Source: an optimization exercise on an open RTL-to-GDS flow (aim: small area, a short achievable clock period and few clock cycles per item). Production flows keep margins and buffers that such runs may drop.
At most, simulation tests tie the RTL to the original design; equivalence was not proved.
Function not checked in runs 1 to 3, 8 and 9: the RTL went through the layout flow alone.
Power and IR drop assume default switching activity.

==> design.v <==
module non_restoring_divider #(
    parameter DATA_WIDTH = 32
) (
    input  logic                    clk_i,
    input  logic                    clk_en_i,
    input  logic                    rst_n_i,
    input  logic [DATA_WIDTH - 1:0] dividend_i,
    input  logic [DATA_WIDTH - 1:0] divisor_i,
    input  logic                    data_valid_i,
    output logic [DATA_WIDTH - 1:0] quotient_o,
    output logic [DATA_WIDTH - 1:0] remainder_o,
    output logic                    divide_by_zero_o,
    output logic                    data_valid_o,
    output logic                    idle_o
);
    logic [31:0] divisor_q, rem_q, quo_q;
    logic [4:0]  cnt_q;
    logic        busy_q, valid_q, dbz_q;
    logic [1:0] skip;
    always_comb begin
        if      (|divisor_i[31:24]) skip = 2'd3;
        else if (|divisor_i[23:16]) skip = 2'd2;
        else if (|divisor_i[15:8])  skip = 2'd1;
        else                        skip = 2'd0;
    end
    logic [63:0] init;
    assign init = {32'b0, dividend_i} << {skip, 3'b000};
    logic [32:0] trial;
    logic [32:0] diff;
    logic        borrow;
    assign trial = {rem_q, quo_q[31]};
    assign {borrow, diff} = {1'b0, trial} - {2'b00, divisor_q};
    logic start;
    assign start = !busy_q && data_valid_i;
    always_ff @(posedge clk_i) begin
        if (!rst_n_i) begin
            busy_q  <= 1'b0;
            valid_q <= 1'b0;
        end else if (clk_en_i) begin
            valid_q <= busy_q && (cnt_q == 5'd0);
            if (busy_q)
                busy_q <= (cnt_q != 5'd0);
            else
                busy_q <= data_valid_i;
        end
    end
    always_ff @(posedge clk_i) begin
        if (clk_en_i) begin
            if (start) begin
                divisor_q      <= divisor_i;
                {rem_q, quo_q} <= init;
                cnt_q          <= {~skip, 3'b111};
                dbz_q          <= (divisor_i == 32'b0);
            end else if (busy_q) begin
                rem_q <= borrow ? trial[31:0] : diff[31:0];
                quo_q <= {quo_q[30:0], !borrow};
                cnt_q <= cnt_q - 5'd1;
            end
        end
    end
    assign quotient_o       = quo_q;
    assign remainder_o      = rem_q;
    assign divide_by_zero_o = dbz_q;
    assign data_valid_o     = valid_q;
    assign idle_o           = !busy_q;
endmodule
==> run.sh <==
#!/bin/bash
# synth_recipe.tcl (not shown) runs the flow's synth.tcl, then flattens the netlist and writes it again
# the make line also repeats each setting of config.mk as NAME=value (left out here)
make -C /OpenROAD-flow-scripts/flow DESIGN_CONFIG=/design/flow/config.mk WORK_HOME=/design/flow/orfs CLKGATE_MAP_FILE= SYNTH_SCRIPT=/design/flow/synth_recipe.tcl finish
==> config.mk <==
export PLATFORM = sky130hd
export DESIGN_NAME = non_restoring_divider
export DESIGN_NICKNAME = non_restoring_divider
export VERILOG_FILES = /design/flow/design.v
export SDC_FILE = /design/flow/constraint.sdc
export NUM_CORES = 4
export LEC_CHECK = 0
export CAP_MARGIN = 20
export CORE_MARGIN = 2
export CORE_UTILIZATION = 40
export SETUP_SLACK_MARGIN = 2.5
export SLEW_MARGIN = 20
==> constraint.sdc <==
create_clock -name core_clock -period 6.0 [get_ports {clk_i}]
set_input_delay 1.2000 -clock core_clock [delete_from_list [all_inputs] [get_ports {clk_i}]]
set_output_delay 1.2000 -clock core_clock [all_outputs]
set_load 0.01 [all_outputs]
==> results of run 1 <==
## timing repair
item | 4_1_cts | 5_1_grt
cloned | 1 | 0
gates resized for setup | 12 | 6
setup endpoints to repair | 48 | 18
pin swaps | 1 | 3
buffers inserted | 1 | 7
## metrics by stage
| stage | instances | worst slack (ns) | utilization |
|---|---|---|---|
| 2_1_floorplan | 663 | 2.77 | - |
| 3_3_place_gp | 997 | 1.59 | 0.509 |
| 3_5_place_dp | 997 | 1.61 | 0.509 |
| 4_1_cts | 1015 | 2.49 | 0.533 |
| 5_1_grt | 1022 | 2.50 | 0.539 |
| 6_report | 1022 | 2.65 | 0.539 |
## power by group through the flow
| stage | clock network [W] | registers, W | logic [W] |
|---|---|---|---|
| floorplan | 0 | 0.000932 | 0.000356 |
| global placement | 0 | 0.000927 | 0.000585 |
| detailed placement | 0 | 0.000928 | 0.000590 |
| CTS | 0.000605 | 0.000912 | 0.000604 |
| global route | 0.000631 | 0.000918 | 0.000665 |
| finish | 0.000590 | 0.000911 | 0.000609 |
## critical path: cells and delay by family
| family | cells | cell delay (ns) |
|---|---|---|
| buffers and inverters | 3 | 0.91 |
| multiplexers | 1 | 0.27 |
| AND/OR/NAND/NOR | 4 | 0.83 |
| AO/OA/AOI/OAI | 1 | 0.24 |
## layout make-up
class                           count  area (um^2)
Multi-Input combinational cell    493         3260
Tap cell                          216          270
Sequential cell                   104         3100
Clock buffer                        9          225
Fill cell                        1489         7330
Timing Repair Buffer              151         1480
Inverter                           42          158
Clock inverter                      7         63.8
## cells by family after synthesis
| logic type | share of synthesized area |
|---|---|
| DFF | 0.477 |
| adders and majority gates | 0.0684 |
| AOI/OAI and AO/OA | 0.209 |
| and+or+nand+nor | 0.134 |
| xor gates and xnor gates | 0.0377 |
| muxes | 0.0323 |
| buffers and inverters | 0.0419 |
## per-layer routing
metal / GRT usage / vias to the layer above
met1: 0.323 / 2679
met3: 0.0316 / 26
met2: 0.358 / 225
met5: 0 / -
met4: 0.0616 / 0
li1: - / 2721
## cell usage after synthesis (2+ instances only)
master    count
buf_4         2
nor4_1       10
nand2_1      96
inv_1        42
and2_1        3
a221oi_1      3
o22ai_1       4
a31o_1        3
nand3_1      11
a32oi_1       2
mux2i_1      21
a31o_2        2
a21o_1       15
a211oi_1     12
nor3_1        7
xor2_1       11
buf_2         5
a21oi_1      70
xnor2_1      17
edfxtp_1    102
o21bai_1      4
a22oi_1      12
o21a_1        6
or2_2         2
a211oi_2      2
a22o_1       11
and3_1        5
a21oi_2       2
ha_1         34
nor2b_1      10
nand4_1       3
nand2b_1      4
dfxtp_1       2
o21ai_0      25
nor2_1       39
o21ai_1      27
clkbuf_1     17
a211o_1       2
## state kept, by name (all words and copies together) (netlist names)
name / count
dbz_q: 1
busy_q: 1
rem_q: 32
quo_q: 32
cnt_q: 5
divisor_q: 32
valid_q: 1
## how the worst min path moves through the flow
| stage | start | end | slack [ns] | cells past startpoint |
|---|---|---|---|---|
| detailed placement | quo_q[25] | quo_q[26] | 0.56 | 2 |
| CTS | quo_q[5] | quo_q[6] | 0.58 | 1 |
| finish | quo_q[5] | quo_q[6] | 0.58 | 1 |
| floorplan | busy_q | busy_q | 0.53 | 2 |
| global placement | quo_q[9] | quo_q[10] | 0.55 | 2 |
| global route | quo_q[9] | quo_q[10] | 0.61 | 2 |
==> reports/results.tsv, run 1 <==
metric	value	unit
H-tree Lvls	3	
Global Route Usage Sum	0.226	
post-route minimum period	3.35	ns
Root Buffer	clkbuf_16	
worst min-delay path class	flip-flop to flip-flop	
CP Capture Point	quo_q[24]	
crit path DAT	3.47	ns
number of buffers created by CTS	9	
Setup violations, final	0	
top cell type's share of synthesized area	0.471	
commonest cells after routing, fill and taps aside	clkdlybuf4s50_1 (134), edfxtp_1 (102), nand2_1 (93), a21oi_1 (70), inv_1 (42)	
Initial Utilization	0.410	
R2R setup slack	2.67	ns
R2R cell count	10	
first-pass GRT wire length	30600	um
Layout Area Growth over Synthesis	31.5	%
detailed-route DRC error count	0	
Post-Synthesis Cells	663	
design internal power	0.00144	W
asr flop ratio synth	0	
Met1 Wirelength	8860	um
First DRT Iteration DRCs	643	
cell taking the most area after synthesis	edfxtp_1	
Post-CTS Hold Buffers	0	
initial antenna violation count	0	
main flop type after synthesis	edfxtp_1	
Setup CP Type	input pin to flip-flop	
Pre-antenna DRT Iters	6	
CTS tree	done	
Die X-Extent	132	um
vias in the first global route	5455	
IO buf count	134	
Rel. slew slack	0.526	
Worst Path Required	6.11	ns
die area	0.0173	mm^2
Syn Area/Cell	9.82	um^2
Die H	132	um
reg-to-reg startpoint	rem_q[3]	
Net Sw Frac	0.317	
Detail Route met2 WL	9110	um
skew final	0.00814	ns
Ant. Diodes	0	
syn_nets	766	
Clock Tree Buf Depth	2	
pwr/cell area	247	mW/mm^2
Post-synth EDFFs	102	
RSZ-0062 raised after global routing	no	
worst path cell trace	clkdlybuf4s50_1 > nor4_4 > nand2_1 > buf_4 > nor2_4 > buf_6 > mux2i_1 > nand2_1 > a31o_2	
Total Power	0.00211	W
WL per Instance	19.3	um
leakage	3.27	nW
Post-Route Setup TNS	0	ns
NumNets Final	904	
core area	0.0159	mm^2
P_sw	0.000668	W
Yosys reg bits	104	
crit-path max cell delay	0.46	ns
layout cell share with drive strength beyond 1	0.0732	
Post-Route WL	19700	um
Vias	5651	
fin. max-slew vios	0	
Design Area, Final	0.00856	mm^2
placed cell areas	0.00809	mm^2
sequential area share after synthesis	0.477	
DR top layer	met4	
std cell rows	46	
Comb pwr share	0.289	
crit path from	divisor_i[30]	
largest net degree at the start of global routing	45	
Most common cell on crit path	nand2_1	
Reg clk slew, reported paths	0.08	ns
worst-skew pair later-pin latency	0.36	ns
final hold violations	0	
Seq pwr share	0.432	
Synth area leaders	edfxtp_1 (47%), ha_1 (6.5%), nand2_1 (5.5%), a21oi_1 (5.4%), mux2i_1 (3.2%)	
hold slack	0.582	ns
worst slew pin tran	0.709	ns
cell area after synthesis	0.00651	mm^2
Vias/cell	5.53	
maxcap violations	0	
met3 wire length	1390	um
most common cell after layout, fill and taps aside	clkdlybuf4s50_1	
startpoint types	input pin	
GRT overflow	0	
Slowest-stage cell, CP	clkdlybuf4s50_1	
Yosys cell types	56	
maximum vdd drop	0.145	mV
clk sink count	104	
CP max FO	25	
critical register-to-register path endpoint	rem_q[11]	
DP HPWL	14700	um
fmax	298	MHz
# IOs	135	
YS warnings	1	
CP Capture Type	flip-flop	
Routed Antenna Nets	0	
routability cong.	0.906	
Clk pwr share	0.280	
status	no timing/DRC/antenna violations	
fin crit share	0.559	
==> inputs of run 2 (changes only) <==
--- a/config.mk
+++ b/config.mk
@@ -6,4 +6,5 @@
 export NUM_CORES = 4
 export LEC_CHECK = 0
+export ABC_CLOCK_PERIOD_IN_PS = 3000
 export CAP_MARGIN = 20
 export CORE_MARGIN = 2
==> reports/results.tsv, run 2 <==
metric	value	unit
Global Route Usage Sum	0.226	
Yosys reg bits	104	
commonest cells after routing, fill and taps aside	clkdlybuf4s50_1 (134), edfxtp_1 (102), nand2_1 (93), a21oi_1 (70), inv_1 (42)	
CP max FO	25	
vias in the first global route	5455	
largest net degree at the start of global routing	45	
R2R setup slack	2.67	ns
IO buf count	134	
Reg clk slew, reported paths	0.08	ns
most frequent cell after synthesis	edfxtp_1	
number of buffers created by CTS	9	
cell taking the most area after synthesis	edfxtp_1	
crit-path max cell delay	0.46	ns
Synth area leaders	edfxtp_1 (47%), ha_1 (6.5%), nand2_1 (5.5%), a21oi_1 (5.4%), mux2i_1 (3.2%)	
final design utilization	0.539	
initial antenna violation count	0	
Root Buffer	clkbuf_16	
WL per Instance	19.3	um
std cell rows	46	
Layout Area Growth over Synthesis	31.5	%
Post-Route Setup TNS	0	ns
worst path cell trace	clkdlybuf4s50_1 > nor4_4 > nand2_1 > buf_4 > nor2_4 > buf_6 > mux2i_1 > nand2_1 > a31o_2	
main flop type after synthesis	edfxtp_1	
critical register-to-register path endpoint	rem_q[11]	
crit path DAT	3.47	ns
leakage	3.27	nW
YS warnings	1	
maximum vdd drop	0.145	mV
Setup CP Type	input pin to flip-flop	
Initial Utilization	0.410	
Setup violations, final	0	
syn_nets	766	
RSZ-0062 raised after global routing	no	
asr flop ratio synth	0	
worst-skew pair later-pin latency	0.36	ns
placed cell areas	0.00809	mm^2
cell area after synthesis	0.00651	mm^2
routability cong.	0.906	
Slowest-stage cell, CP	clkdlybuf4s50_1	
Inst Count DP	997	
Vias/cell	5.53	
fin. max-slew vios	0	
Most common cell on crit path	nand2_1	
Ant. Diodes	0	
DP HPWL	14700	um
Post-Layout Cell Count	1022	
clk sink count	104	
# IOs	135	
R2R cell count	10	
Rel. slew slack	0.526	
worst slew pin tran	0.709	ns
post-route minimum period	3.35	ns
die area	0.0173	mm^2
worst min-delay path class	flip-flop to flip-flop	
CTS tree	done	
fin crit share	0.559	
Die X-Extent	132	um
Largest regs	divisor_q x32, quo_q x32, rem_q x32	
layout cell share with drive strength beyond 1	0.0732	
Worst Path Required	6.11	ns
final hold violations	0	
NumNets Final	904	
First DRT Iteration DRCs	643	
Syn Area/Cell	9.82	um^2
pwr/cell area	247	mW/mm^2
most common cell after layout, fill and taps aside	clkdlybuf4s50_1	
Post-synth EDFFs	102	
sequential area share after synthesis	0.477	
first-pass GRT wire length	30600	um
Routed Antenna Nets	0	
Post-Route WL	19700	um
Post-CTS Hold Buffers	0	
Clock Tree Buf Depth	2	
CP Capture Point	quo_q[24]	
WP depth	9	
Vias	5651	
H-tree Lvls	3	
CP Capture Type	flip-flop	
top cell type's share of synthesized area	0.471	
crit path from	divisor_i[30]	
CP Buf/Inv Count	3	
most frequent cells after synthesis	edfxtp_1 (102), nand2_1 (96), a21oi_1 (70)	
skew final	0.00814	ns
status	no timing/DRC/antenna violations	
CP top delay family	buffers and inverters	
Yosys cell types	56	
startpoint types	input pin	
detailed-route DRC error count	0	
Post-Synthesis Cells	663	
reg-to-reg startpoint	rem_q[3]	
GRT overflow	0	
Die H	132	um
fmax	298	MHz
maxcap violations	0	
Pre-antenna DRT Iters	6	
Design Area, Final	0.00856	mm^2
core area	0.0159	mm^2
run 2: cell counts in the layout (fill, tap and decap cells not counted):
No cell type changed its count.
run 2: logic make-up after synthesis:
logic type      Yosys count  share of synthesized area
compound gates          212                      0.209
simple gates            196                      0.134
flops                   104                      0.477
buf+inv                  67                     0.0419
fa+ha+maj                35                     0.0684
xor+xnor                 28                     0.0377
mux                      21                     0.0323
run 2: routing by layer:
| layer | vias to the layer above | track usage | share of wire |
|---|---|---|---|
| li1 | 2721 | - | - |
| met1 | 2679 | 0.323 | 0.45 |
| met2 | 225 | 0.358 | 0.46 |
| met3 | 26 | 0.0316 | 0.070 |
| met4 | 0 | 0.0616 | 0.017 |
| met5 | - | 0 | 0 |
run 2: through the flow:
stage	worst slack, ns	hold slack [ns]	total power, W
2_1_floorplan	2.77	0.526	0.00129
3_3_place_gp	1.59	0.551	0.00151
3_5_place_dp	1.61	0.558	0.00152
4_1_cts	2.49	0.584	0.00212
5_1_grt	2.50	0.608	0.00221
6_report	2.65	0.582	0.00211
run 2: final cells by class:
type | instances | area, um^2
fillers | 1489 | 7330
multi-input cells | 493 | 3260
flip-flops and latches | 104 | 3100
repair buffers | 151 | 1480
well taps | 216 | 270
clock buffers | 9 | 225
inverters | 42 | 158
clock inverters | 7 | 63.8
run 2: worst reg2reg max path, cell delays in order (launching register included):
cell and delay, ns:
edfxtp_1 0.45, ha_1 0.38, and3_1 0.18, a21bo_2 0.27, a2111oi_4 0.41, o21ai_1 0.19, a211oi_2 0.43, o21ai_4 0.12
buf_6 0.21, a21oi_1 0.25, o22ai_1 0.16
run 2: worst min-delay path by stage:
| stage | from | endpoint | slack, ns | cells after the start |
|---|---|---|---|---|
| 6_report | quo_q[5] | quo_q[6] | 0.58 | 1 |
| 5_1_grt | quo_q[9] | quo_q[10] | 0.61 | 2 |
| 4_1_cts | quo_q[5] | quo_q[6] | 0.58 | 1 |
| 3_5_place_dp | quo_q[25] | quo_q[26] | 0.56 | 2 |
| 3_3_place_gp | quo_q[9] | quo_q[10] | 0.55 | 2 |
| 2_1_floorplan | busy_q | busy_q | 0.53 | 2 |
run 2: timing repair:
item | in CTS | in global routing
resized for setup | 12 | 6
cloned | 1 | 0
endpoints found under the setup margin | 48 | 18
pin swaps | 1 | 3
buffers inserted | 1 | 7
run 2: power breakdown:
| part | leakage [nW] | total (W) | internal (W) | switching [W] |
|---|---|---|---|---|
| logic | 2.14 | 0.000609 | 0.000279 | 0.000330 |
| clock network | 0.143 | 0.000590 | 0.000292 | 0.000298 |
| registers | 0.985 | 0.000911 | 0.000871 | 0.0000394 |
==> inputs of run 3 (changes only) <==
--- a/config.mk
+++ b/config.mk
@@ -6,8 +6,7 @@
 export NUM_CORES = 4
 export LEC_CHECK = 0
-export ABC_CLOCK_PERIOD_IN_PS = 3000
 export CAP_MARGIN = 20
 export CORE_MARGIN = 2
 export CORE_UTILIZATION = 40
-export SETUP_SLACK_MARGIN = 2.5
+export SETUP_SLACK_MARGIN = 3.5
 export SLEW_MARGIN = 20
==> reports/results.tsv, run 3 <==
metric	value	unit
status	no timing/DRC/antenna violations	
fin crit share	0.503	
Layout Area Growth over Synthesis	52.0	%
crit path DAT	3.13	ns
Yosys cell types	56	
CP Buf/Inv Count	0	
H-tree Lvls	3	
Initial Utilization	0.410	
fmax	331	MHz
Die H	132	um
Yosys reg bits	104	
Rel. slew slack	0.593	
Post-Layout Cell Count	1097	
top cell type's share of synthesized area	0.471	
CP Capture Type	flip-flop	
CP max FO	3	
Clock Tree Buf Depth	2	
Pre-antenna DRT Iters	6	
post-route minimum period	3.02	ns
placed cell areas	0.00827	mm^2
worst slew pin tran	0.611	ns
# IOs	135	
fin. max-slew vios	0	
DP HPWL	15100	um
maximum vdd drop	0.163	mV
Largest regs	divisor_q x32, quo_q x32, rem_q x32	
sequential area share after synthesis	0.477	
startpoint types	flip-flop	
vias in the first global route	6128	
CTS tree	done	
worst min-delay path class	flip-flop to flip-flop	
Design Area, Final	0.00989	mm^2
syn_nets	766	
detailed-route DRC error count	0	
YS warnings	1	
largest net degree at the start of global routing	48	
Setup violations, final	0	
Total Power	0.00226	W
CP top delay family	compound AO/OA/AOI/OAI gates	
Vias/cell	5.77	
GRT overflow	0	
Seq pwr share	0.403	
most common cell after layout, fill and taps aside	edfxtp_1	
die area	0.0173	mm^2
routability cong.	0.880	
Setup CP Type	flip-flop to flip-flop	
First DRT Iteration DRCs	612	
Post-synth EDFFs	102	
pwr/cell area	228	mW/mm^2
Clk pwr share	0.259	
leakage	4.06	nW
Routed Antenna Nets	0	
largest family of logic cells by synthesized area	compound AO/OA/AOI/OAI gates	
XOR/XNOR Fraction of Synth Area	0.0377	
number of buffers created by CTS	9	
most frequent cells after synthesis	edfxtp_1 (102), nand2_1 (96), a21oi_1 (70)	
Die X-Extent	132	um
Slowest-stage cell, CP	edfxtp_1	
most frequent cell after synthesis	edfxtp_1	
design internal power	0.00151	W
Syn Area/Cell	9.82	um^2
initial antenna violation count	0	
Reg clk slew, reported paths	0.07	ns
worst path cell trace	ha_4 > and3_4 > a21bo_4 > a2111oi_4 > nor2_1 > a21oi_2 > o21ai_1 > xor2_1 > o21ai_4 > a22o_1	
crit-path max cell delay	0.46	ns
cell area after synthesis	0.00651	mm^2
Synth area leaders	edfxtp_1 (47%), ha_1 (6.5%), nand2_1 (5.5%), a21oi_1 (5.4%), mux2i_1 (3.2%)	
core area	0.0159	mm^2
main flop type after synthesis	edfxtp_1	
layout cell share with drive strength beyond 1	0.278	
commonest cells after routing, fill and taps aside	edfxtp_1 (102), nand2_1 (86), buf_4 (54), a21oi_1 (52), dlygate4sd2_1 (50)	
post-synthesis compound-gate area fraction	0.209	
Vias	6335	
Post-Route WL	23900	um
post-synthesis simple-gate area fraction	0.134	
Post-Route Setup TNS	0	ns
worst-skew pair later-pin latency	0.37	ns
IO buf count	134	
Synth Area in Adders	0.0684	
skew final	0.00985	ns
clk sink count	104	
RSZ-0062 raised after global routing	yes	
Ant. Diodes	0	
Inst Count DP	993	
mux cell area share after synthesis	0.0323	
WL per Instance	21.8	um
NumNets Final	979	
cell taking the most area after synthesis	edfxtp_1	
Post-Synthesis Cells	663	
Global Route Usage Sum	0.270	
final design utilization	0.623	
Comb pwr share	0.338	
Root Buffer	clkbuf_16	
Net Sw Frac	0.332	
asr flop ratio synth	0	
maxcap violations	0	
Worst Path Required	6.11	ns
first-pass GRT wire length	35800	um
final hold violations	0	
P_sw	0.000750	W
std cell rows	46	
[run 3: cell types whose count changed in the layout (fill, tap and decap cells not counted), moves of 13 or more]
cell and delta:
a21oi_1 -18, a21oi_2 +16, buf_4 +39, buf_6 +22
clkdlybuf4s50_1 -88, dlygate4sd2_1 +50, dlymetal6s2s_1 +15, o21ai_0 -13
[run 3: cell type report]
cell class	instances	area, um^2
Tap cell	216	270
Timing Repair Buffer	219	2160
Sequential cell	104	3110
Clock inverter	7	57.6
Multi-Input combinational cell	500	3920
Fill cell	1390	5990
Inverter	42	158
Clock buffer	9	225
[run 3: per-stage QoR]
stage	hold slack, ns	setup slack [ns]
floorplan	0.538	3.14
global placement	0.552	1.74
detailed placement	0.556	1.75
CTS	0.580	3.01
global route	0.622	2.92
finish	0.569	2.98
[run 3: power groups by stage]
| stage | clock network [W] | registers, W | logic (W) |
|---|---|---|---|
| finish | 0.000585 | 0.000909 | 0.000762 |
| CTS | 0.000595 | 0.000907 | 0.000696 |
| detailed placement | 0 | 0.000927 | 0.000612 |
| floorplan | 0 | 0.000932 | 0.000379 |
| global placement | 0 | 0.000928 | 0.000606 |
| global route | 0.000622 | 0.000915 | 0.000817 |
[run 3: cells by family after synthesis]
logic type / after synthesis
DFF: 104
muxes: 21
adders and majority gates: 35
xor gates and xnor gates: 28
and+or+nand+nor: 196
buffers and inverters: 67
AOI/OAI and AO/OA: 212
[run 3: final timing paths]
| check | start | to | slack [ns] | cells past startpoint |
|---|---|---|---|---|
| worst min-delay path | quo_q[30] | quo_q[31] | 0.57 | 2 |
| worst max register to register | rem_q[4] | rem_q[23] | 2.98 | 10 |
| worst max-delay path | rem_q[4] | rem_q[23] | 2.98 | 10 |
| worst min register to register | quo_q[30] | quo_q[31] | 0.57 | 2 |
[run 3: tightest hold or removal path: stages, from the launching register on]
cell      delay, ns
edfxtp_1       0.35
nand2_1        0.06
nand2_1        0.05
[run 3: what timing repair did]
action | in CTS | in global routing
buffers inserted | 67 | 10
pin swaps | 40 | 33
endpoints found under the setup margin | 221 | 116
gates cloned | 10 | 1
hold buffers | 0 | 0
gates resized for setup | 239 | 66
[run 3: per-layer routing]
| layer | share of wire | track usage | vias to the layer above |
|---|---|---|---|
| li1 | - | - | 2881 |
| met1 | 0.43 | 0.378 | 3098 |
| met2 | 0.46 | 0.419 | 318 |
| met3 | 0.087 | 0.0598 | 38 |
| met4 | 0.020 | 0.0791 | 0 |
| met5 | 0 | 0 | - |
==> inputs of run 4 (changes only) <==
--- a/design.v
+++ b/design.v
@@ -47,5 +47,5 @@
     always_ff @(posedge clk_i) begin
         if (clk_en_i) begin
-            if (start) begin
+            if (!busy_q) begin
                 divisor_q      <= divisor_i;
                 {rem_q, quo_q} <= init;
--- a/config.mk
+++ b/config.mk
@@ -9,4 +9,4 @@
 export CORE_MARGIN = 2
 export CORE_UTILIZATION = 40
-export SETUP_SLACK_MARGIN = 3.5
+export SETUP_SLACK_MARGIN = 2.5
 export SLEW_MARGIN = 20
==> reports/results.tsv, run 4 <==
metric	value	unit
status	no timing/DRC/antenna violations	
worst slew pin tran	0.869	ns
number of fill cells	1443	
skew final	0.00978	ns
YS warnings	1	
vias in the first global route	5313	
Seq. cell area	0.00310	mm^2
Yosys cell types	58	
worst min-delay path class	flip-flop to flip-flop	
worst-skew pair later-pin latency	0.36	ns
final hold violations	0	
Setup violations, final	0	
Global Route Usage Sum	0.222	
number of buffers created by CTS	9	
WL per Instance	19.0	um
NumNets Final	875	
CTS tree	done	
Routed Antenna Nets	0	
First DRT Iteration DRCs	315	
Layout Area Growth over Synthesis	33.2	%
Vias/cell	5.48	
asr flop ratio synth	0	
commonest cells after routing, fill and taps aside	clkdlybuf4s50_1 (133), edfxtp_1 (102), nand2_1 (87), o21ai_0 (58), a21oi_1 (45)	
Post-Route WL	18900	um
Rel. slew slack	0.421	
Reg clk slew, reported paths	0.08	ns
clk sink count	104	
main flop type after synthesis	edfxtp_1	
Setup CP Type	input pin to flip-flop	
Clock Tree Buf Depth	2	
most frequent cell after synthesis	edfxtp_1	
R2R setup slack	2.73	ns
GRT overflow	0	
H-tree Lvls	3	
Initial Utilization	0.407	
Post-CTS Hold Buffers	0	
Post-Synthesis Cells	639	
std cell rows	46	
Worst Path Required	6.08	ns
Post-Route Setup TNS	0	ns
syn_nets	742	
Ant. Diodes	0	
DP HPWL	13900	um
detailed-route DRC error count	0	
IO buf count	134	
fin. max-slew vios	0	
RSZ-0062 raised after global routing	yes	
startpoint types	input pin	
crit path DAT	3.54	ns
pwr/cell area	234	mW/mm^2
final design utilization	0.542	
sequential area share after synthesis	0.484	
Largest regs	divisor_q x32, quo_q x32, rem_q x32	
largest net degree at the start of global routing	92	
Synth area leaders	edfxtp_1 (48%), ha_1 (6.6%), nand2_1 (5.3%), o21ai_0 (4.7%), a21oi_1 (3.5%)	
die area	0.0171	mm^2
Syn Area/Cell	10.0	um^2
first-pass GRT wire length	28700	um
Vias	5444	
Pre-antenna DRT Iters	4	
post-route minimum period	3.46	ns
Yosys reg bits	104	
initial antenna violation count	0	
area of the multi-input gates	0.00323	mm^2
leakage	3.20	nW
cell area after synthesis	0.00641	mm^2
Post-synth EDFFs	102	
Die X-Extent	131	um
maxcap violations	0	
maximum vdd drop	0.146	mV
layout cell share with drive strength beyond 1	0.102	
CP Capture Type	flip-flop	
Root Buffer	clkbuf_16	
fin crit share	0.577	
cell taking the most area after synthesis	edfxtp_1	
hold slack	0.562	ns
most frequent cells after synthesis	edfxtp_1 (102), nand2_1 (90), o21ai_0 (60)	
top cell type's share of synthesized area	0.478	
Die H	131	um
fmax	289	MHz
routability cong.	0.871	
CP max FO	6	
core area	0.0158	mm^2
most common cell after layout, fill and taps aside	clkdlybuf4s50_1	
# IOs	135	
[run 4: cell types whose count changed after synthesis, moves of 5 or more]
cell      previous run  this run
o21ai_0             25        60
a21oi_1             70        45
o21ai_1             27         4
a22oi_1             12         0
mux2_2               0        11
a211oi_1            12         4
a221o_1              0         8
a31oi_1              1         8
a21o_1              15         9
nand2_1             96        90
nand3_1             11        17
o211ai_1             0         5
[run 4: metrics by stage]
step / std cells / power [W] / area [um^2] / setup slack, ns
2_1_floorplan: 639 / 0.00121 / 6410 / 2.68
3_3_place_gp: 970 / 0.00141 / 7940 / 1.67
3_5_place_dp: 970 / 0.00142 / 7940 / 1.53
4_1_cts: 992 / 0.00200 / 8400 / 2.53
5_1_grt: 993 / 0.00209 / 8540 / 2.43
6_report: 993 / 0.00200 / 8540 / 2.54
[run 4: critical path, stage by stage]
cell and delay, ns:
clkdlybuf4s50_1 0.42, or4_4 0.57, nor2_4 0.21, nor2_4 0.07
nor2_4 0.13, bufbuf_16 0.30, mux2_2 0.35, o21ai_0 0.18
o21ai_0 0.10
[run 4: cell type report]
class | instances | share of cell area
Clock buffer | 9 | 0.0264
Clock inverter | 7 | 0.00630
Inverter | 43 | 0.0189
Multi-Input combinational cell | 467 | 0.378
Sequential cell | 104 | 0.363
Tap cell | 216 | 0.0316
Timing Repair Buffer | 147 | 0.175
[run 4: report_power, final]
part	internal, W	total [W]	switching [W]
clock network	0.000287	0.000573	0.000286
registers	0.000858	0.000893	0.0000348
logic	0.000242	0.000529	0.000287
[run 4: worst paths after layout]
kind	from	endpoint	cells after the start
worst max-delay path	divisor_i[14]	quo_q[29]	9
worst max register to register	rem_q[9]	rem_q[27]	11
worst min register to register	quo_q[11]	quo_q[12]	2
worst min-delay path	quo_q[11]	quo_q[12]	2
[run 4: per-layer routing]
| metal | vias to the layer above | routed length [um] | GRT usage |
|---|---|---|---|
| li1 | 2624 | - | - |
| met1 | 2622 | 8620 | 0.305 |
| met2 | 161 | 8910 | 0.367 |
| met3 | 37 | 833 | 0.0314 |
| met4 | 0 | 499 | 0.0695 |
| met5 | - | 0 | 0 |
[run 4: cells by family after synthesis]
kind of cell,count (synthesis),share of synthesized area
XOR/XNOR,28,0.0382
adder cells (fa/ha/maj),35,0.0695
flip-flops,104,0.484
multiplexers,30,0.0490
AND/OR/NAND/NOR,192,0.135
AO/OA/AOI/OAI,182,0.180
buffers and inverters,68,0.0451
[run 4: what timing repair did]
item                       CTS  global route
setup buffers                4             1
gates resized for setup     20            28
gates cloned                 2             0
pin swaps                    4             5
setup endpoints to repair   60            50
Testbench counts of run 4, summed over its fixed seeds: cycles 167,768, divisions 8,000.
==> inputs of run 5 (changes only) <==
--- a/config.mk
+++ b/config.mk
@@ -8,5 +8,5 @@
 export CAP_MARGIN = 20
 export CORE_MARGIN = 2
-export CORE_UTILIZATION = 40
+export CORE_UTILIZATION = 65
 export SETUP_SLACK_MARGIN = 2.5
 export SLEW_MARGIN = 20
==> reports/results.tsv, run 5 <==
metric	value	unit
First DRT Iteration DRCs	542	
Root Buffer	clkbuf_8	
status	no timing/DRC/antenna violations	
Die X-Extent	103	um
GRT overflow	0	
R2R setup slack	2.63	ns
CP Capture Type	flip-flop	
initial antenna violation count	0	
top cell type's share of synthesized area	0.478	
Vias/cell	6.46	
detailed-route DRC error count	0	
layout cell share with drive strength beyond 1	0.0897	
critical register-to-register path endpoint	rem_q[3]	
Largest regs	divisor_q x32, quo_q x32, rem_q x32	
Die H	103	um
CTS tree	done	
leakage	3.14	nW
most common cell after layout, fill and taps aside	clkdlybuf4s50_1	
reg-to-reg startpoint	rem_q[14]	
RSZ-0062 raised after global routing	yes	
Ant. Diodes	0	
post-route minimum period	3.58	ns
pwr/cell area	232	mW/mm^2
number of buffers created by CTS	9	
fin. max-slew vios	0	
vias in the first global route	5448	
worst-skew pair later-pin latency	0.37	ns
WHS Endpoint	quo_q[18]	
Yosys reg bits	104	
most frequent cell after synthesis	edfxtp_1	
IO buf count	134	
H-tree Lvls	3	
Post-Synthesis Cells	639	
R2R cell count	11	
worst slew pin tran	0.901	ns
Worst Path Required	6.14	ns
fin crit share	0.597	
die area	0.0107	mm^2
worst hold start	quo_q[17]	
WL per Instance	20.9	um
NumNets Final	878	
Reg clk slew, reported paths	0.10	ns
core area	0.00968	mm^2
Setup CP Type	input pin to flip-flop	
Syn Area/Cell	10.0	um^2
Initial Utilization	0.662	
worst min-delay path class	flip-flop to flip-flop	
clk sink count	104	
startpoint types	input pin	
final hold violations	0	
sequential area share after synthesis	0.484	
fmax	279	MHz
Pre-antenna DRT Iters	7	
Rel. slew slack	0.391	
main flop type after synthesis	edfxtp_1	
Post-CTS Hold Buffers	0	
routability cong.	0.968	
std cell rows	36	
Setup violations, final	0	
CP max FO	12	
Clock Tree Buf Depth	2	
crit path from	divisor_i[14]	
hold slack	0.577	ns
Synth area leaders	edfxtp_1 (48%), ha_1 (6.6%), nand2_1 (5.3%), o21ai_0 (4.7%), a21oi_1 (3.5%)	
Post-Layout Cell Count	913	
YS warnings	1	
commonest cells after routing, fill and taps aside	clkdlybuf4s50_1 (133), edfxtp_1 (102), nand2_1 (87), o21ai_0 (59), a21oi_1 (45)	
Post-Route Setup TNS	0	ns
Layout Area Growth over Synthesis	29.0	%
largest net degree at the start of global routing	92	
Vias	5902	
cell taking the most area after synthesis	edfxtp_1	
maximum vdd drop	0.139	mV
DP HPWL	13500	um
Global Route Usage Sum	0.343	
maxcap violations	0	
most frequent cells after synthesis	edfxtp_1 (102), nand2_1 (90), o21ai_0 (60)	
hold depth	2	
Routed Antenna Nets	0	
Post-Route WL	19100	um
crit path DAT	3.72	ns
asr flop ratio synth	0	
Post-synth EDFFs	102	
first-pass GRT wire length	27600	um
Yosys cell types	58	
# IOs	135	
cell area after synthesis	0.00641	mm^2
Inst Count DP	888	
skew final	0.0112	ns
syn_nets	742	
## run 5: cell types whose count changed in the layout (fill, tap and decap cells not counted), moves of 2 or more
cell / change
clkbuf_16: -7
mux2i_4: -3
mux2i_2: -6
mux2i_1: +9
buf_6: -2
inv_6: -2
clkbuf_8: +9
buf_4: +5
bufinv_16: +2
## run 5: cells by family (layout without fill, tap and decap cells)
logic type | Yosys count | count (layout) | synth area share
flip-flops | 104 | 104 | 0.484
multiplexers | 30 | 30 | 0.0490
AO/OA/AOI/OAI | 182 | 182 | 0.180
buffers and inverters | 68 | 209 | 0.0451
adder cells (fa/ha/maj) | 35 | 35 | 0.0695
XOR/XNOR | 28 | 28 | 0.0382
AND/OR/NAND/NOR | 192 | 192 | 0.135
## run 5: how the worst max path moves through the flow
stage	to	slack, ns
2_1_floorplan	quo_q[16]	2.68
3_3_place_gp	quo_q[1]	1.80
3_5_place_dp	quo_q[4]	1.65
4_1_cts	rem_q[6]	2.50
5_1_grt	quo_q[29]	2.39
6_report	quo_q[23]	2.42
## run 5: layout make-up
| cell class | count | area, um^2 |
|---|---|---|
| repair buffers | 150 | 1500 |
| well taps | 133 | 166 |
| clock buffers | 10 | 128 |
| flip-flops and latches | 104 | 3100 |
| multi-input cells | 467 | 3130 |
| clock inverters | 6 | 83.8 |
| inverters | 43 | 161 |
| fillers | 552 | 1410 |
## run 5: where the power goes
part / switching (W) / internal [W]
Sequential: 0.0000347 / 0.000858
Clock: 0.000253 / 0.000234
Combinational: 0.000297 / 0.000239
Total: 0.000585 / 0.00133
## run 5: worst max-delay path, cell delays in order
cell	delay, ns
clkdlybuf4s50_1	0.43
or4_4	0.57
nor2_4	0.18
nor2_2	0.08
nor2_4	0.23
clkbuf_16	0.23
mux2i_1	0.34
o21ai_0	0.15
mux2_2	0.28
## run 5: layer usage
layer | wire length [um] | share of wire | global-route usage | up-vias
met2 | 9440 | 0.50 | 0.592 | 376
met1 | 7130 | 0.37 | 0.443 | 2826
met4 | 561 | 0.029 | 0.114 | 0
met5 | 0 | 0 | 0 | -
met3 | 1920 | 0.10 | 0.0571 | 67
li1 | - | - | - | 2633
## run 5: repair_timing
| item | 4_1_cts | 5_1_grt |
|---|---|---|
| pin swaps | 2 | 6 |
| buffers inserted | 1 | 6 |
| cloned | 0 | 2 |
| gates resized for setup | 13 | 12 |
| setup endpoints to repair | 60 | 43 |
## run 5: per-stage QoR
step	utilization	instance area, um^2	worst slack (ns)	power [W]
floorplan	-	6410	2.68	0.00121
global placement	0.810	7850	1.80	0.00140
detailed placement	0.810	7850	1.65	0.00142
CTS	0.838	8120	2.50	0.00189
global route	0.854	8270	2.39	0.00198
finish	0.854	8270	2.42	0.00192
==> inputs of run 6 (changes only) <==
==> flow/run.sh (new file) <==
#!/bin/bash
# Standard ORFS layout, but with small buffers on the ports instead of the
# default delay-cell buffers (repair may still upsize them).
set -euo pipefail
export BUFFER_PORTS_ARGS="-buffer_cell sky130_fd_sc_hd__buf_2"
bash standard.sh > standard.log 2>&1
==> standard.sh (new file) <==
#!/bin/bash
# synth_recipe.tcl (not shown) runs the flow's synth.tcl, then flattens the netlist and writes it again
# the make line also repeats each setting of config.mk as NAME=value (left out here)
make -C /OpenROAD-flow-scripts/flow DESIGN_CONFIG=/design/flow/config.mk WORK_HOME=/design/flow/orfs CLKGATE_MAP_FILE= SYNTH_SCRIPT=/design/flow/synth_recipe.tcl "${@:-finish}"
--- a/config.mk
+++ b/config.mk
@@ -8,5 +8,5 @@
 export CAP_MARGIN = 20
 export CORE_MARGIN = 2
-export CORE_UTILIZATION = 65
+export CORE_UTILIZATION = 40
 export SETUP_SLACK_MARGIN = 2.5
 export SLEW_MARGIN = 20
removed: run.sh
==> reports/results.tsv, run 6 <==
metric	value	unit
critical register-to-register path endpoint	rem_q[16]	
R2R cell count	9	
Vias	5445	
Post-Route WL	18200	um
GRT overflow	0	
Clock Tree Buf Depth	2	
syn_nets	742	
asr flop ratio synth	0	
commonest cells after routing, fill and taps aside	buf_2 (134), edfxtp_1 (102), nand2_1 (87), o21ai_0 (60), a21oi_1 (45)	
top cell type's share of synthesized area	0.478	
final hold violations	0	
Die X-Extent	131	um
sequential area share after synthesis	0.484	
Die H	131	um
First DRT Iteration DRCs	338	
Yosys cell types	58	
std cell rows	46	
number of buffers created by CTS	9	
Setup violations, final	0	
crit path DAT	3.39	ns
main flop type after synthesis	edfxtp_1	
Initial Utilization	0.407	
first-pass GRT wire length	28100	um
WHS Endpoint	quo_q[12]	
startpoint types	input pin	
Worst Path Required	6.03	ns
detailed-route DRC error count	0	
CP max FO	6	
most common cell after layout, fill and taps aside	buf_2	
Design Area, Final	0.00768	mm^2
Routed Antenna Nets	0	
routability cong.	0.914	
placed cell areas	0.00729	mm^2
largest net degree at the start of global routing	93	
core area	0.0158	mm^2
Pre-antenna DRT Iters	7	
reg-to-reg startpoint	rem_q[13]	
Global Route Usage Sum	0.217	
Yosys reg bits	104	
Post-synth EDFFs	102	
Synth area leaders	edfxtp_1 (48%), ha_1 (6.6%), nand2_1 (5.3%), o21ai_0 (4.7%), a21oi_1 (3.5%)	
R2R setup slack	2.70	ns
skew final	0.0108	ns
worst hold start	quo_q[11]	
Setup CP Type	input pin to flip-flop	
die area	0.0171	mm^2
Root Buffer	clkbuf_16	
fmax	298	MHz
clk sink count	104	
status	no timing/DRC/antenna violations	
layout cell share with drive strength beyond 1	0.252	
worst min-delay path class	flip-flop to flip-flop	
most frequent cells after synthesis	edfxtp_1 (102), nand2_1 (90), o21ai_0 (60)	
fin crit share	0.560	
Rel. slew slack	0.497	
Reg clk slew, reported paths	0.08	ns
Total Power	0.00191	W
leakage	3.16	nW
worst-skew pair later-pin latency	0.36	ns
Post-Route Setup TNS	0	ns
NumNets Final	876	
Seq. cell area	0.00310	mm^2
cell taking the most area after synthesis	edfxtp_1	
area of the multi-input gates	0.00309	mm^2
H-tree Lvls	3	
Largest regs	divisor_q x32, quo_q x32, rem_q x32	
number of fill cells	1572	
worst slew pin tran	0.748	ns
fin. max-slew vios	0	
maximum vdd drop	0.159	mV
Post-Synthesis Cells	639	
cell area after synthesis	0.00641	mm^2
RSZ-0062 raised after global routing	no	
hold depth	2	
Ant. Diodes	0	
initial antenna violation count	0	
IO buf count	134	
crit path from	divisor_i[13]	
pwr/cell area	248	mW/mm^2
maxcap violations	0	
CP Capture Type	flip-flop	
post-route minimum period	3.36	ns
# IOs	135	
WL per Instance	18.4	um
YS warnings	1	
CTS tree	done	
DP HPWL	13700	um
Syn Area/Cell	10.0	um^2
most frequent cell after synthesis	edfxtp_1	
Vias/cell	5.48	
Layout Area Growth over Synthesis	19.8	%
vias in the first global route	5216	
## run 6: cell count changes in the layout (fill, tap and decap cells not counted), moves of 2 or more
cell             previous run  this run
buf_2                       1       134
buf_4                      13        11
bufinv_16                   2         0
clkbuf_16                   2         9
clkbuf_8                    9         0
clkdlybuf4s50_1           133         0
clkinv_4                    0         3
nor4_1                      2         5
nor4_4                      2         0
## run 6: what timing repair did
action / 4_1_cts / 5_1_grt
pin swaps: 1 / 2
buffers inserted: 3 / 3
hold buffers: 0 / 0
setup endpoints to repair: 60 / 40
endpoints found under the hold margin: 0 / 0
gates cloned: 0 / 1
resized for setup: 6 / 10
## run 6: how the worst max path moves through the flow
stage                end  slack [ns]
2_1_floorplan  quo_q[16]        2.68
3_3_place_gp   quo_q[24]        1.65
3_5_place_dp   quo_q[26]        1.53
4_1_cts         rem_q[6]        2.42
5_1_grt         rem_q[3]        2.50
6_report       quo_q[31]        2.64
## run 6: stage by stage
step	utilization	std cells	setup WS, ns	hold WS, ns
after CTS	0.483	989	2.42	0.555
after global routing	0.487	993	2.50	0.584
after global placement	0.462	971	1.65	0.528
final	0.487	993	2.64	0.564
after floorplan	-	639	2.68	0.556
after detailed placement	0.462	971	1.53	0.537
## run 6: kinds of logic after synthesis
group / count (synthesis) / share of synthesized area
buffers and inverters: 68 / 0.0451
xor gates and xnor gates: 28 / 0.0382
AOI/OAI and AO/OA: 182 / 0.180
adders and majority gates: 35 / 0.0695
and+or+nand+nor: 192 / 0.135
muxes: 30 / 0.0490
DFF: 104 / 0.484
## run 6: metal layers
metal,vias to the layer above,part of all wire,global-route usage
met5,-,0,0
met4,0,0.012,0.0626
met1,2644,0.45,0.285
li1,2630,-,-
met2,155,0.48,0.371
met3,16,0.055,0.0383
## run 6: power breakdown
group	total (W)	switching [W]	internal (W)
Clock	0.000549	0.000270	0.000280
Sequential	0.000892	0.0000331	0.000859
Combinational	0.000467	0.000281	0.000186
Total	0.00191	0.000583	0.00132
## run 6: critical path: stages
cell     delay [ns]
buf_2          0.10
or4_1          0.56
nor2_2         0.29
nor2_1         0.17
nor2_4         0.23
buf_4          0.20
mux2i_1        0.31
nand2_1        0.09
nand2_1        0.06
o21ai_0        0.16
## run 6: area by class of cell
type                    count  share of cell area
repair inverters            1            0.000651
repair buffers            147               0.102
flip-flops and latches    104               0.404
well taps                 216              0.0352
clock inverters             5             0.00456
inverters                  43              0.0215
multi-input cells         467               0.402
clock buffers              10              0.0298
==> inputs of run 7 (changes only) <==
--- a/config.mk
+++ b/config.mk
@@ -9,4 +9,4 @@
 export CORE_MARGIN = 2
 export CORE_UTILIZATION = 40
-export SETUP_SLACK_MARGIN = 2.5
+export SETUP_SLACK_MARGIN = 3.0
 export SLEW_MARGIN = 20
==> reports/results.tsv, run 7 <==
metric	value	unit
Die H	131	um
syn_nets	742	
layout cell share with drive strength beyond 1	0.341	
RSZ-0062 raised after global routing	yes	
number of buffers created by CTS	9	
worst slew pin tran	0.997	ns
Post-synth EDFFs	102	
crit path DAT	3.18	ns
placed cell areas	0.00730	mm^2
Post-Route WL	20100	um
# IOs	135	
Design Area, Final	0.00851	mm^2
fmax	327	MHz
Post-CTS Hold Buffers	0	
sequential area share after synthesis	0.484	
CP Capture Type	flip-flop	
Root Buffer	clkbuf_16	
NumNets Final	904	
routability cong.	0.895	
Rel. slew slack	0.332	
Setup violations, final	0	
Vias	5788	
Syn Area/Cell	10.0	um^2
top cell type's share of synthesized area	0.478	
asr flop ratio synth	0	
worst path cell trace	buf_6 > or4_4 > nor2_4 > nor2_4 > nor2_4 > buf_12 > mux2_4 > nor2b_4 > a221o_1	
Largest regs	divisor_q x32, quo_q x32, rem_q x32	
Slowest-stage cell, CP	or4_4	
post-route minimum period	3.06	ns
core area	0.0158	mm^2
H-tree Lvls	3	
DP HPWL	13900	um
cell taking the most area after synthesis	edfxtp_1	
Die X-Extent	131	um
Synth area leaders	edfxtp_1 (48%), ha_1 (6.6%), nand2_1 (5.3%), o21ai_0 (4.7%), a21oi_1 (3.5%)	
maximum vdd drop	0.164	mV
crit-path max cell delay	0.53	ns
maxcap violations	0	
die area	0.0171	mm^2
clk sink count	104	
Initial Utilization	0.407	
fin crit share	0.510	
number of fill cells	1459	
skew final	0.0106	ns
Ant. Diodes	0	
YS warnings	1	
vias in the first global route	5599	
WL per Instance	19.7	um
Layout Area Growth over Synthesis	32.7	%
Post-Route Setup TNS	0	ns
most frequent cells after synthesis	edfxtp_1 (102), nand2_1 (90), o21ai_0 (60)	
worst min-delay path class	flip-flop to flip-flop	
CTS tree	done	
cell area after synthesis	0.00641	mm^2
Post-Synthesis Cells	639	
worst-skew pair later-pin latency	0.36	ns
CP Buf/Inv Count	2	
Clock Tree Buf Depth	2	
CP max FO	7	
CP top delay family	simple AND/OR/NAND/NOR gates	
Routed Antenna Nets	0	
final hold violations	0	
Most common cell on crit path	nor2_4	
fin. max-slew vios	0	
first-pass GRT wire length	29600	um
Yosys reg bits	104	
Setup CP Type	input pin to flip-flop	
main flop type after synthesis	edfxtp_1	
largest net degree at the start of global routing	94	
Vias/cell	5.66	
detailed-route DRC error count	0	
First DRT Iteration DRCs	442	
std cell rows	46	
GRT overflow	0	
Global Route Usage Sum	0.231	
Reg clk slew, reported paths	0.08	ns
leakage	3.42	nW
startpoint types	input pin	
status	no timing/DRC/antenna violations	
most common cell after layout, fill and taps aside	buf_2	
commonest cells after routing, fill and taps aside	buf_2 (131), edfxtp_1 (102), nand2_1 (86), a21oi_1 (42), inv_1 (41)	
Yosys cell types	58	
pwr/cell area	245	mW/mm^2
initial antenna violation count	0	
IO buf count	134	
Worst Path Required	6.12	ns
Pre-antenna DRT Iters	5	
most frequent cell after synthesis	edfxtp_1	
-- run 7: cell counts after synthesis --
No cell type changed its count.
-- run 7: worst min-delay path: stages, from the launching register on --
cell	delay [ns]
edfxtp_1	0.34
nand2_1	0.05
o21ai_0	0.05
-- run 7: through the flow --
step / std cells / utilization / hold WS (ns) / worst slack, ns / power [W]
floorplan: 639 / - / 0.556 / 2.91 / 0.00121
global placement: 969 / 0.463 / 0.536 / 1.85 / 0.00136
finish: 1022 / 0.540 / 0.555 / 2.94 / 0.00209
CTS: 1002 / 0.505 / 0.557 / 2.94 / 0.00202
detailed placement: 969 / 0.463 / 0.539 / 1.80 / 0.00137
global route: 1022 / 0.540 / 0.588 / 2.88 / 0.00218
-- run 7: worst paths after layout --
path	from	end	slack (ns)	cells after the start
worst min-delay path	quo_q[20]	quo_q[21]	0.55	2
worst min register to register	quo_q[20]	quo_q[21]	0.55	2
worst max register to register	rem_q[0]	rem_q[27]	3.04	10
worst max-delay path	divisor_i[10]	rem_q[6]	2.94	9
-- run 7: logic make-up (layout without fill, tap and decap cells) --
| family | after synthesis | count (layout) | share of synthesized area |
|---|---|---|---|
| buffers and inverters | 68 | 234 | 0.0451 |
| muxes | 30 | 30 | 0.0490 |
| xor gates and xnor gates | 28 | 28 | 0.0382 |
| AOI/OAI and AO/OA | 182 | 182 | 0.180 |
| DFF | 104 | 104 | 0.484 |
| adders and majority gates | 35 | 35 | 0.0695 |
| and+or+nand+nor | 192 | 193 | 0.135 |
-- run 7: area by class of cell --
class | instances | area (um^2) | share of cell area
inverters | 43 | 165 | 0.0194
multi-input cells | 468 | 3580 | 0.421
repair buffers | 174 | 1080 | 0.127
clock buffers | 10 | 229 | 0.0269
well taps | 216 | 270 | 0.0317
repair inverters | 1 | 5.00 | 0.000588
clock inverters | 6 | 73.8 | 0.00867
flip-flops and latches | 104 | 3100 | 0.365
-- run 7: metal layers --
metal / global-route usage / up-vias / share of wire
met1: 0.297 / 2844 / 0.41
met3: 0.0428 / 40 / 0.064
met5: 0 / - / 0
li1: - / 2689 / -
met4: 0.104 / 0 / 0.031
met2: 0.383 / 215 / 0.49
-- run 7: report_power, final --
part           switching, W  total (W)  internal, W  leakage (nW)
registers         0.0000366   0.000895     0.000858          1.02
logic              0.000326   0.000570     0.000244          2.26
clock network      0.000292   0.000622     0.000330         0.142
-- run 7: what timing repair did --
action / in CTS / in global routing
gates resized for setup: 37 / 80
setup buffers: 14 / 18
setup endpoints to repair: 66 / 53
pin swaps: 11 / 32
gates cloned: 3 / 2
==> inputs of run 8 (changes only) <==
--- a/design.v
+++ b/design.v
@@ -16,5 +16,5 @@
     logic [31:0] divisor_q, rem_q, quo_q;
     logic [4:0]  cnt_q;
-    logic        busy_q, valid_q, dbz_q;
+    logic        busy_q, idle_q, valid_q, dbz_q;
     logic [1:0] skip;
     always_comb begin
@@ -31,16 +31,18 @@
     assign trial = {rem_q, quo_q[31]};
     assign {borrow, diff} = {1'b0, trial} - {2'b00, divisor_q};
-    logic start;
-    assign start = !busy_q && data_valid_i;
     always_ff @(posedge clk_i) begin
         if (!rst_n_i) begin
             busy_q  <= 1'b0;
+            idle_q  <= 1'b1;
             valid_q <= 1'b0;
         end else if (clk_en_i) begin
             valid_q <= busy_q && (cnt_q == 5'd0);
-            if (busy_q)
+            if (busy_q) begin
                 busy_q <= (cnt_q != 5'd0);
-            else
+                idle_q <= (cnt_q == 5'd0);
+            end else begin
                 busy_q <= data_valid_i;
+                idle_q <= !data_valid_i;
+            end
         end
     end
@@ -63,4 +65,4 @@
     assign divide_by_zero_o = dbz_q;
     assign data_valid_o     = valid_q;
-    assign idle_o           = !busy_q;
+    assign idle_o           = idle_q;   
 endmodule
==> flow/run.sh (replaced) <==
#!/bin/bash
# Standard ORFS layout, but with small buffers on the ports instead of the
# default delay-cell buffers (repair may still upsize them).
set -euo pipefail
export BUFFER_PORTS_ARGS="-buffer_cell sky130_fd_sc_hd__buf_1"
bash standard.sh > standard.log 2>&1
--- a/config.mk
+++ b/config.mk
@@ -9,4 +9,4 @@
 export CORE_MARGIN = 2
 export CORE_UTILIZATION = 40
-export SETUP_SLACK_MARGIN = 3.0
+export SETUP_SLACK_MARGIN = 2.5
 export SLEW_MARGIN = 20
==> reports/results.tsv, run 8 <==
metric	value	unit
Die H	132	um
First DRT Iteration DRCs	414	
Synth area leaders	edfxtp_1 (47%), ha_1 (6.5%), mux2i_1 (5.7%), nand2_1 (4.3%), o21ai_1 (3.4%)	
CP Capture Type	flip-flop	
number of buffers created by CTS	9	
core area	0.0159	mm^2
worst min-delay path class	flip-flop to flip-flop	
skew final	0.0164	ns
fmax	295	MHz
Largest regs	divisor_q x32, quo_q x32, rem_q x32	
YS warnings	1	
NumNets Final	869	
Setup CP Type	flip-flop to flip-flop	
Root Buffer	clkbuf_16	
Yosys cell types	66	
Post-CTS Hold Buffers	0	
asr flop ratio synth	0	
routability cong.	0.964	
Vias/cell	5.58	
post-synthesis compound-gate area fraction	0.162	
detailed-route DRC error count	0	
leakage	2.78	nW
Net Sw Frac	0.319	
startpoint types	flip-flop	
Setup violations, final	0	
Post-synth EDFFs	102	
WL per Instance	19.0	um
worst path cell trace	ha_1 > nand2_1 > or4_1 > a21oi_2 > o21ai_4 > o211ai_4 > a31oi_4 > buf_12 > mux2i_1 > o22ai_1	
Ant. Diodes	0	
syn_nets	735	
most common cell after layout, fill and taps aside	buf_1	
XOR/XNOR Fraction of Synth Area	0.0404	
fin. max-slew vios	0	
DP HPWL	13900	um
Reg clk slew, reported paths	0.08	ns
Initial Utilization	0.410	
Vias	5509	
CTS tree	done	
post-synthesis simple-gate area fraction	0.132	
maxcap violations	0	
Clock Tree Buf Depth	2	
die area	0.0173	mm^2
CP top delay family	compound AO/OA/AOI/OAI gates	
largest net degree at the start of global routing	70	
pwr/cell area	257	mW/mm^2
initial antenna violation count	0	
Post-Synthesis Cells	632	
main flop type after synthesis	edfxtp_1	
fin crit share	0.564	
first-pass GRT wire length	29600	um
layout cell share with drive strength beyond 1	0.0700	
clk sink count	105	
Die X-Extent	132	um
# IOs	135	
Synth Area in Adders	0.0685	
IO buf count	134	
Worst Path Required	6.08	ns
CP Buf/Inv Count	1	
most frequent cell after synthesis	edfxtp_1	
worst-skew pair later-pin latency	0.37	ns
Clk pwr share	0.295	
maximum vdd drop	0.154	mV
CP max FO	14	
P_sw	0.000626	W
Yosys reg bits	105	
vias in the first global route	5495	
largest family of logic cells by synthesized area	compound AO/OA/AOI/OAI gates	
Comb pwr share	0.245	
final hold violations	0	
post-route minimum period	3.39	ns
cell taking the most area after synthesis	edfxtp_1	
H-tree Lvls	3	
Inst Count DP	963	
Seq pwr share	0.459	
crit path DAT	3.46	ns
Post-Route Setup TNS	0	ns
sequential area share after synthesis	0.480	
Routed Antenna Nets	0	
Post-Route WL	18800	um
top cell type's share of synthesized area	0.471	
Layout Area Growth over Synthesis	17.3	%
Post-Layout Cell Count	987	
mux cell area share after synthesis	0.0760	
cell area after synthesis	0.00651	mm^2
status	no timing/DRC/antenna violations	
GRT overflow	0	
Syn Area/Cell	10.3	um^2
commonest cells after routing, fill and taps aside	buf_1 (133), edfxtp_1 (102), nand2_1 (75), o21ai_1 (43), inv_1 (40)	
most frequent cells after synthesis	edfxtp_1 (102), nand2_1 (75), o21ai_1 (44)	
std cell rows	46	
Rel. slew slack	0.321	
Global Route Usage Sum	0.218	
Pre-antenna DRT Iters	4	
Slowest-stage cell, CP	or4_1	
crit-path max cell delay	0.57	ns
RSZ-0062 raised after global routing	yes	
design internal power	0.00134	W
worst slew pin tran	1.02	ns
[run 8: cell count changes after synthesis, moves of 8 or more]
cell     before  now
o21ai_0      60   15
a21oi_1      45   37
nand2_1      90   75
o21ai_1       4   44
mux2i_1      19   37
[run 8: metal layers]
metal,part of all wire,up-vias,track usage
met5,0,-,0
met3,0.058,39,0.0467
met1,0.44,2638,0.284
met2,0.47,206,0.357
met4,0.028,0,0.0821
li1,-,2626,-
[run 8: power groups by stage]
| stage | logic [W] | registers, W | clock network [W] |
|---|---|---|---|
| floorplan | 0.000309 | 0.000922 | 0 |
| global placement | 0.000456 | 0.000918 | 0 |
| detailed placement | 0.000462 | 0.000918 | 0 |
| CTS | 0.000473 | 0.000903 | 0.000583 |
| global route | 0.000531 | 0.000908 | 0.000610 |
| finish | 0.000482 | 0.000902 | 0.000580 |
[run 8: what timing repair did]
| item | 4_1_cts | 5_1_grt |
|---|---|---|
| setup buffers | 6 | 0 |
| gates resized for setup | 4 | 6 |
| setup endpoints to repair | 63 | 29 |
| pin swaps | 2 | 0 |
| gates cloned | 2 | 0 |
[run 8: logic make-up after synthesis]
group / count (synthesis)
AND/OR/NAND/NOR: 185
XOR/XNOR: 30
buffers and inverters: 65
multiplexers: 48
AO/OA/AOI/OAI: 164
adder cells (fa/ha/maj): 35
flip-flops: 105
[run 8: tightest hold or removal path, stage by stage (launching register included)]
cell      delay, ns
edfxtp_1       0.35
nand2_1        0.05
o21ai_1        0.06
[run 8: final cells by class]
type / instances / area, um^2
inverters: 41 / 154
well taps: 216 / 270
repair buffers: 145 / 599
clock inverters: 7 / 51.3
flip-flops and latches: 105 / 3120
multi-input cells: 464 / 3200
clock buffers: 9 / 225
fillers: 1524 / 8260
[run 8: metrics by stage]
stage | util | cell area (um^2) | worst slack (ns) | total power, W | hold WS (ns)
5_1_grt | 0.480 | 7630 | 2.47 | 0.00205 | 0.602
3_3_place_gp | 0.455 | 7220 | 1.78 | 0.00137 | 0.539
6_report | 0.480 | 7630 | 2.61 | 0.00196 | 0.576
2_1_floorplan | - | 6510 | 2.66 | 0.00123 | 0.556
4_1_cts | 0.478 | 7600 | 2.56 | 0.00196 | 0.573
3_5_place_dp | 0.455 | 7220 | 1.70 | 0.00138 | 0.554
[run 8: worst paths after layout]
| kind | start | endpoint | slack [ns] | depth (start not counted) |
|---|---|---|---|---|
| worst min register to register | quo_q[22] | quo_q[23] | 0.58 | 2 |
| worst max-delay path | rem_q[10] | rem_q[13] | 2.61 | 10 |
| worst min-delay path | quo_q[22] | quo_q[23] | 0.58 | 2 |
| worst max register to register | rem_q[10] | rem_q[13] | 2.61 | 10 |
==> inputs of run 9 (changes only) <==
--- a/config.mk
+++ b/config.mk
@@ -9,4 +9,4 @@
 export CORE_MARGIN = 2
 export CORE_UTILIZATION = 40
-export SETUP_SLACK_MARGIN = 2.5
+export SETUP_SLACK_MARGIN = 2.8
 export SLEW_MARGIN = 20
==> reports/results.tsv, run 9 <==
metric	value	unit
Yosys cell types	66	
busiest grt layer	met2	
worst-skew pair later-pin latency	0.36	ns
Root Buffer	clkbuf_16	
syn_nets	735	
post-route minimum period	3.18	ns
placed cell areas	0.00722	mm^2
RSZ-0062 raised after global routing	yes	
Rel. slew slack	0.326	
Post-Synthesis Cells	632	
Design Area, Final	0.00804	mm^2
Die H	132	um
largest net degree at the start of global routing	70	
fin crit share	0.530	
Seq pwr share	0.441	
GRT overflow	0	
most frequent cells after synthesis	edfxtp_1 (102), nand2_1 (75), o21ai_1 (44)	
hold slack	0.560	ns
routability cong.	0.918	
P_sw	0.000639	W
die area	0.0173	mm^2
Initial Utilization	0.410	
cell taking the most area after synthesis	edfxtp_1	
Yosys reg bits	105	
area of the multi-input gates	0.00341	mm^2
Seq. cell area	0.00312	mm^2
Post-synth EDFFs	102	
worst slew pin tran	1.01	ns
top cell type's share of synthesized area	0.471	
Comb pwr share	0.260	
startpoint types	input pin	
CP Capture Type	flip-flop	
leakage	2.91	nW
Worst Path Required	6.08	ns
IO buf count	134	
core area	0.0159	mm^2
fin. max-slew vios	0	
Clk pwr share	0.299	
asr flop ratio synth	0	
R2R setup slack	2.84	ns
Synth area leaders	edfxtp_1 (47%), ha_1 (6.5%), mux2i_1 (5.7%), nand2_1 (4.3%), o21ai_1 (3.4%)	
Clock Tree Buf Depth	2	
skew final	0.0128	ns
Largest regs	divisor_q x32, quo_q x32, rem_q x32	
met1 usage	0.294	
Post-Route WL	19700	um
DP HPWL	14100	um
Reg clk slew, reported paths	0.08	ns
initial antenna violation count	0	
Vias/cell	5.63	
WL per Instance	19.6	um
Vias	5654	
cell area after synthesis	0.00651	mm^2
First DRT Iteration DRCs	494	
most common cell after layout, fill and taps aside	buf_1	
Ant. Diodes	0	
pwr/cell area	255	mW/mm^2
status	no timing/DRC/antenna violations	
met2 Usage GRT	0.364	
Setup CP Type	input pin to flip-flop	
maxcap violations	0	
std cell rows	46	
Setup violations, final	0	
CP max FO	3	
clk sink count	105	
worst min-delay path class	flip-flop to flip-flop	
NumNets Final	887	
Die X-Extent	132	um
YS warnings	1	
H-tree Lvls	3	
vias in the first global route	5496	
Post-Route Setup TNS	0	ns
final hold violations	0	
most frequent cell after synthesis	edfxtp_1	
main flop type after synthesis	edfxtp_1	
Global Route Usage Sum	0.221	
first-pass GRT wire length	30000	um
# IOs	135	
fmax	314	MHz
commonest cells after routing, fill and taps aside	buf_1 (133), edfxtp_1 (102), nand2_1 (73), o21ai_1 (43), inv_1 (40)	
maximum vdd drop	0.179	mV
design internal power	0.00141	W
number of fill cells	1497	
Layout Area Growth over Synthesis	23.6	%
Routed Antenna Nets	0	
detailed-route DRC error count	0	
layout cell share with drive strength beyond 1	0.117	
crit path DAT	3.26	ns
Net Sw Frac	0.312	
number of buffers created by CTS	9	
met3 Track Usage GR	0.0359	
sequential area share after synthesis	0.480	
Pre-antenna DRT Iters	5	
CTS tree	done	
Syn Area/Cell	10.3	um^2
[run 9: cell counts after synthesis]
No cell type changed its count.
[run 9: metrics by stage]
step | setup WS, ns | util | std cells | power [W]
after floorplan | 2.81 | - | 632 | 0.00123
after global placement | 1.76 | 0.455 | 963 | 0.00137
after detailed placement | 1.70 | 0.455 | 963 | 0.00138
final | 2.82 | 0.506 | 1005 | 0.00205
after global routing | 2.79 | 0.506 | 1005 | 0.00214
after CTS | 2.80 | 0.486 | 991 | 0.00201
[run 9: worst paths after layout]
kind | depth (start not counted) | to | from
setup / recovery | 10 | quo_q[20] | divisor_i[9]
setup reg to reg | 10 | rem_q[1] | rem_q[11]
hold / removal | 2 | quo_q[10] | quo_q[9]
hold reg to reg | 2 | quo_q[10] | quo_q[9]
[run 9: kinds of logic after synthesis]
kind of cell,count (synthesis),synth area share
buffers and inverters,65,0.0410
AOI/OAI and AO/OA,164,0.162
DFF,105,0.480
adders and majority gates,35,0.0685
xor gates and xnor gates,30,0.0404
muxes,48,0.0760
and+or+nand+nor,185,0.132
[run 9: critical path, stage by stage]
cell and delay [ns]:
buf_1 0.08, or4_1 0.57, nor2_4 0.21, nor2_2 0.12, nor2_4 0.16, buf_4 0.15, mux2i_1 0.32, nor2_1 0.08
a31oi_1 0.26, o21ai_1 0.10
[run 9: cell type report]
cell class / count / share of cell area
clock buffer: 10 / 0.0285
clock inverter: 6 / 0.00840
inverter: 41 / 0.0191
multi-input combinational: 464 / 0.424
sequential: 105 / 0.389
tap: 216 / 0.0336
timing repair buffer: 163 / 0.0976
[run 9: power by group through the flow]
stage / clock network, W / registers (W) / logic (W)
2_1_floorplan: 0 / 0.000922 / 0.000309
3_3_place_gp: 0 / 0.000918 / 0.000456
3_5_place_dp: 0 / 0.000918 / 0.000463
4_1_cts: 0.000621 / 0.000903 / 0.000484
6_report: 0.000612 / 0.000904 / 0.000533
5_1_grt: 0.000650 / 0.000910 / 0.000581
[run 9: timing repair]
item | 4_1_cts | 5_1_grt
hold buffers | 0 | 0
endpoints found under the setup margin | 64 | 47
cloned | 2 | 1
pin swaps | 3 | 12
buffers inserted | 10 | 13
resized for setup | 15 | 28
[run 9: layer usage]
layer / part of all wire / vias to the layer above / wire [um]
met5: 0 / - / 0
met4: 0.020 / 0 / 397
met3: 0.063 / 25 / 1230
met2: 0.49 / 228 / 9650
met1: 0.43 / 2737 / 8370
li1: - / 2664 / -

-- re-timing with driven ports --
How much do the figures lean on ideal ports? The routed layouts below were timed once more, with nothing changed but the port constraints.
Step 1 sets driving cells, clkbuf_16 on the clock port and buf_2 on the other inputs (assumed; they add their load-dependent delay and slew).
Step 2 times the ports against the registers' clock, not the clock port: input delays grow and output delays shrink by t, the midpoint of the rising clock arrivals with the driver on.
Slacks: no drivers / after step 1 / after step 2; pairs: no drivers / after step 1.
run	shift t [ns]	setup slack, ns	worst setup path at the end	worst slew at a driven data input, ns
run 1	0.399	2.649 / 2.666 / 2.267	input to register	0.04
run 2	0.399	2.649 / 2.666 / 2.267	input to register	0.04
run 3	0.404	2.980 / 2.980 / 2.850	input to register	0.06
run 4	0.393	2.541 / 2.560 / 2.168	input to register	0.06
run 5	0.404	2.417 / 2.415 / 2.011	input to register	0.07
run 6	0.397	2.641 / 2.660 / 2.263	input to register	0.06
run 7	0.401	2.938 / 2.949 / 2.549	input to register	0.05
run 8	0.405	2.614 / 2.614 / 2.310	input to register	0.05
run 9	0.396	2.817 / 2.837 / 2.442	input to register	0.05
After both steps setup and hold are still met in every run listed. The setup slack of run 5, which loses most, moves by -0.002 ns with the drivers and by -0.406 ns with both steps.
